Context: an optimization exercise on an open-source flow, tuned for small area, a short achievable clock period and few clock cycles per item. The choices shown serve that exercise and are no tape-out recipe.
Only simulation tests tie the RTL to the original design; equivalence was not proved.
Power and IR drop assume default switching activity.

## lane 1
// scr_search
module scr_search(clk,rst,start,R_fixed,angle1,adder,error,X,Y,done);
Size in the first run: about 2000 cells after synthesis, ~49 I/O pins, ~0.014 mm² of cells after synthesis.
==> flow/config.mk <==
export PLATFORM = sky130hd
export DESIGN_NAME = scr_search
export DESIGN_NICKNAME = scr_search
export VERILOG_FILES = /design/flow/design.v
export SDC_FILE = /design/flow/constraint.sdc
export NUM_CORES = 4
export LEC_CHECK = 0
export CAP_MARGIN = 20
export CORE_MARGIN = 2
export CORE_UTILIZATION = 15
export PLACE_DENSITY = 0.3
export SETUP_SLACK_MARGIN = 5
export SLEW_MARGIN = 20
==> flow/constraint.sdc <==
create_clock -name core_clock -period 12.0 [get_ports {clk}]
set_input_delay 2.4000 -clock core_clock [delete_from_list [all_inputs] [get_ports {clk}]]
set_output_delay 2.4000 -clock core_clock [all_outputs]
set_load 0.01 [all_outputs]
standard.sh (not shown) runs the stock make flow with config.mk's settings and CLKGATE_MAP_FILE= SYNTH_SCRIPT=/design/flow/synth_recipe.tcl, a recipe that flattens the netlist after the stock synthesis.
==> flow/flow/run.sh <==
#!/bin/bash
set -euo pipefail
export BUFFER_PORTS_ARGS="-buffer_cell sky130_fd_sc_hd__buf_2"
sed 's/SETUP_SLACK_MARGIN=[0-9.]*/SETUP_SLACK_MARGIN=5.5/' standard.sh > standard_m.sh
grep -q 'SETUP_SLACK_MARGIN=5.5' standard_m.sh
bash standard_m.sh > standard_flow.log 2>&1
Testbench counts of lane 1, summed over its fixed seeds: cycles 384, queries 384.
Relative to lane 1, the following input files were edited for lane 2:
==> flow/flow/run.sh <==
#!/bin/bash
set -euo pipefail
export BUFFER_PORTS_ARGS="-buffer_cell sky130_fd_sc_hd__buf_2"
sed 's/SETUP_SLACK_MARGIN=[0-9.]*/SETUP_SLACK_MARGIN=6/' standard.sh > standard_m.sh
grep -q 'SETUP_SLACK_MARGIN=6' standard_m.sh
bash standard_m.sh > standard_flow.log 2>&1
Notes after the runs:
Per the final summary, lane 2 finished and its layout is clean on timing, DRC and antenna. Side by side, reported net switching power turned out higher in lane 2 than in lane 1. Lane 2 reports a higher post-layout worst setup margin than lane 1 does. Lane 2: share of the final layout cell area in sequential cells 0.91 points below lane 1. Lane 2 against lane 1: count of non-CTS buffers in the layout has increased, final critical delay including setup and external delays decreased 0.34 ns, number of cells on the worst hold path ~0 delta.

========
wip/harbor:
scr_search, a different RTL version from the one above (not shown whole).
For scale: about 63 flip-flops, about 49 I/O pins.
==> flow/config.mk <==
export PLATFORM = sky130hd
export DESIGN_NAME = scr_search
export DESIGN_NICKNAME = scr_search
export VERILOG_FILES = /design/flow/design.v
export SDC_FILE = /design/flow/constraint.sdc
export NUM_CORES = 4
export LEC_CHECK = 0
export ABC_AREA = 1
export CAP_MARGIN = 20
export CORE_MARGIN = 2
export CORE_UTILIZATION = 25
export PLACE_DENSITY = 0.5
export SETUP_SLACK_MARGIN = 5
export SLEW_MARGIN = 20
==> flow/constraint.sdc <==
create_clock -name core_clock -period 12.0 [get_ports {clk}]
set_input_delay 2.4000 -clock core_clock [delete_from_list [all_inputs] [get_ports {clk}]]
set_output_delay 2.4000 -clock core_clock [all_outputs]
set_load 0.01 [all_outputs]
==> flow/flow/run.sh <==
#!/bin/bash
set -euo pipefail
export BUFFER_PORTS_ARGS="-buffer_cell sky130_fd_sc_hd__buf_2"
sed 's/SETUP_SLACK_MARGIN=[0-9.]*/SETUP_SLACK_MARGIN=6.5/' standard.sh > standard_m.sh
grep -q 'SETUP_SLACK_MARGIN=6.5' standard_m.sh
bash standard_m.sh > standard_flow.log 2>&1
Testbench counts of wip/harbor, summed over its fixed seeds: cycles 384, queries 384.
## Diff of input files: wip/indigo against wip/harbor
Settings: swapping 25 for 15 in CORE_UTILIZATION; swapping 0.5 for 0.3 in PLACE_DENSITY.
==> flow/flow/run.sh <==
#!/bin/bash
set -euo pipefail
export BUFFER_PORTS_ARGS="-buffer_cell sky130_fd_sc_hd__buf_2"
sed 's/SETUP_SLACK_MARGIN=[0-9.]*/SETUP_SLACK_MARGIN=6.25/' standard.sh > standard_m.sh
grep -q 'SETUP_SLACK_MARGIN=6.25' standard_m.sh
bash standard_m.sh > standard_flow.log 2>&1
### Flow results
Proportion of cell area occupied by multi-input gates: wip/indigo lower than wip/harbor
wip/indigo vs wip/harbor — routed wirelength normalized by instance count dropped 2.1 µm.
Re number of standard-cell rows in the floorplan: wip/indigo and wip/harbor aren't equal, and the higher value belongs to wip/indigo.
Measured against each other, wip/indigo and wip/harbor differ in cell depth of the worst setup path, the lower figure coming from wip/harbor.
> inputs changed (wip/indigo -> wip/ember)
Settings: swapping 20 for 0 in SLEW_MARGIN; swapping 15 for 20 in CORE_UTILIZATION; swapping 20 for 0 in CAP_MARGIN; swapping 0.3 for 0.4 in PLACE_DENSITY.
==> results.txt <==
- Across wip/indigo and wip/ember, the outcome is the same: a clean finish for every run.
- Proportion of layout cells with a drive suffix above 1 was lower in wip/ember than in wip/indigo.
- For the total via count after detailed routing, wip/ember came in 595 higher than wip/indigo did.
- A timing endpoint of the critical path of av is what wip/indigo shows, while Y[1] belongs to wip/ember.
- | core footprint | wip/ember vs wip/indigo | about 26% lower |
- Diff wip/indigo -> wip/ember | first-iteration DRC count | increase of 27%
- The count of placed standard cells including taps of wip/ember is lower than that of wip/indigo.
- wip/ember: global-route usage 4.8 points above wip/indigo
- On maximum clock rate, wip/ember does worse than wip/indigo.
- Against wip/indigo, design internal power in wip/ember rose slightly.
- Compared with wip/indigo, in wip/ember sequential cell fraction of total power shrank by 0.4 points, synthesized cell count shows no meaningful change.
Setup changes, wip/ember to wip/umber
Settings: a change of PLACE_DENSITY from 0.4 to 0.3; a change of CORE_UTILIZATION from 20 to 15; a change of SLEW_MARGIN from 0 to 20; a change of CAP_MARGIN from 0 to 20.
==> flow/flow/run.sh <==
#!/bin/bash
set -euo pipefail
export BUFFER_PORTS_ARGS="-buffer_cell sky130_fd_sc_hd__buf_2"
sed 's/SETUP_SLACK_MARGIN=[0-9.]*/SETUP_SLACK_MARGIN=5.5/' standard.sh > standard_m.sh
grep -q 'SETUP_SLACK_MARGIN=5.5' standard_m.sh
bash standard_m.sh > standard_flow.log 2>&1
[summary]
- Compared to wip/ember, wip/umber has core utilization 6.1 points lower.
- Between wip/ember and wip/umber, standard cell core area is lower for wip/ember, wip/umber comes in above that.
- wip/umber vs. wip/ember: combinational share of power went down by 3.0 points.
- Going from wip/ember to wip/umber, clock power grew by a little under 10%.
- In the metrics for wip/ember and wip/umber, the one carrying the lower number of global-route vias before repair is wip/ember.
- Re global-route usage: wip/umber is 4.8 points down on wip/ember.
- Timing startpoint of the critical path: ta[6] -> wip/ember, angle1[6] -> wip/umber
- Summary of wip/umber over wip/ember: wire length went up by 6600 µm; number of antenna violations at the first check in global routing now sits lower.
#### Input delta (wip/yarrow over wip/umber)
==> flow/flow/run.sh <==
#!/bin/bash
set -euo pipefail
export BUFFER_PORTS_ARGS="-buffer_cell sky130_fd_sc_hd__buf_2"
sed 's/SETUP_SLACK_MARGIN=[0-9.]*/SETUP_SLACK_MARGIN=7/' standard.sh > standard_m.sh
grep -q 'SETUP_SLACK_MARGIN=7' standard_m.sh
bash standard_m.sh > standard_flow.log 2>&1
--- outcome ---
- NOTE design area wip/umber->wip/yarrow increased by more than 10%
- met1 usage was lower in the run labelled wip/umber.
- Against wip/umber, wire length of the first global-routing pass in wip/yarrow came out worse.
- Comparing the two runs side by side, wip/yarrow comes out ahead of wip/umber on fmax.
- wip/yarrow vs wip/umber — final critical-path share of the clock period dropped 5.2 points.

[port drivers added, routing unchanged]
Ports are ideal in the flow. The routed layouts listed here were re-timed in OpenROAD.
Step 1 (the two cells are an assumption about what drives the block):
set clk [get_ports {clk}]
set_driving_cell -lib_cell sky130_fd_sc_hd__clkbuf_16 $clk
set_driving_cell -lib_cell sky130_fd_sc_hd__buf_2 [delete_from_list [all_inputs] $clk]
Step 2, shift: input delay + t, output delay - t, t = (earliest + latest rising clock arrival at the registers) / 2. This alone moves slack from input paths to output paths.
Three values: no drivers, after step 1, after step 2; two values: the first two.
| run | t (ns) | setup slack, ns | slew at the worst register clock pin (ns) | cell pins on the clock port's net |
|---|---|---|---|---|
| lane 1 | 0.408 | 5.455 / 5.485 / 5.077 | 0.06 / 0.06 | 1 |
| lane 2 | 0.412 | 5.797 / 5.758 / 5.415 | 0.06 / 0.06 | 1 |
| wip/harbor | 0.396 | 6.296 / 6.248 / 6.073 | 0.06 / 0.06 | 1 |
| wip/indigo | 0.403 | 6.228 / 6.221 / 5.848 | 0.06 / 0.06 | 1 |
| wip/ember | 0.396 | 6.203 / 6.156 / 5.877 | 0.06 / 0.06 | 1 |
| wip/umber | 0.402 | 5.571 / 5.594 / 5.192 | 0.06 / 0.06 | 1 |
| wip/yarrow | 0.415 | 6.193 / 6.142 / 6.557 | 0.07 / 0.07 | 1 |
After both steps every run listed still meets setup and hold. For lane 2, which loses most, drivers alone change the setup slack by -0.039 ns; drivers and shift together by -0.382 ns.
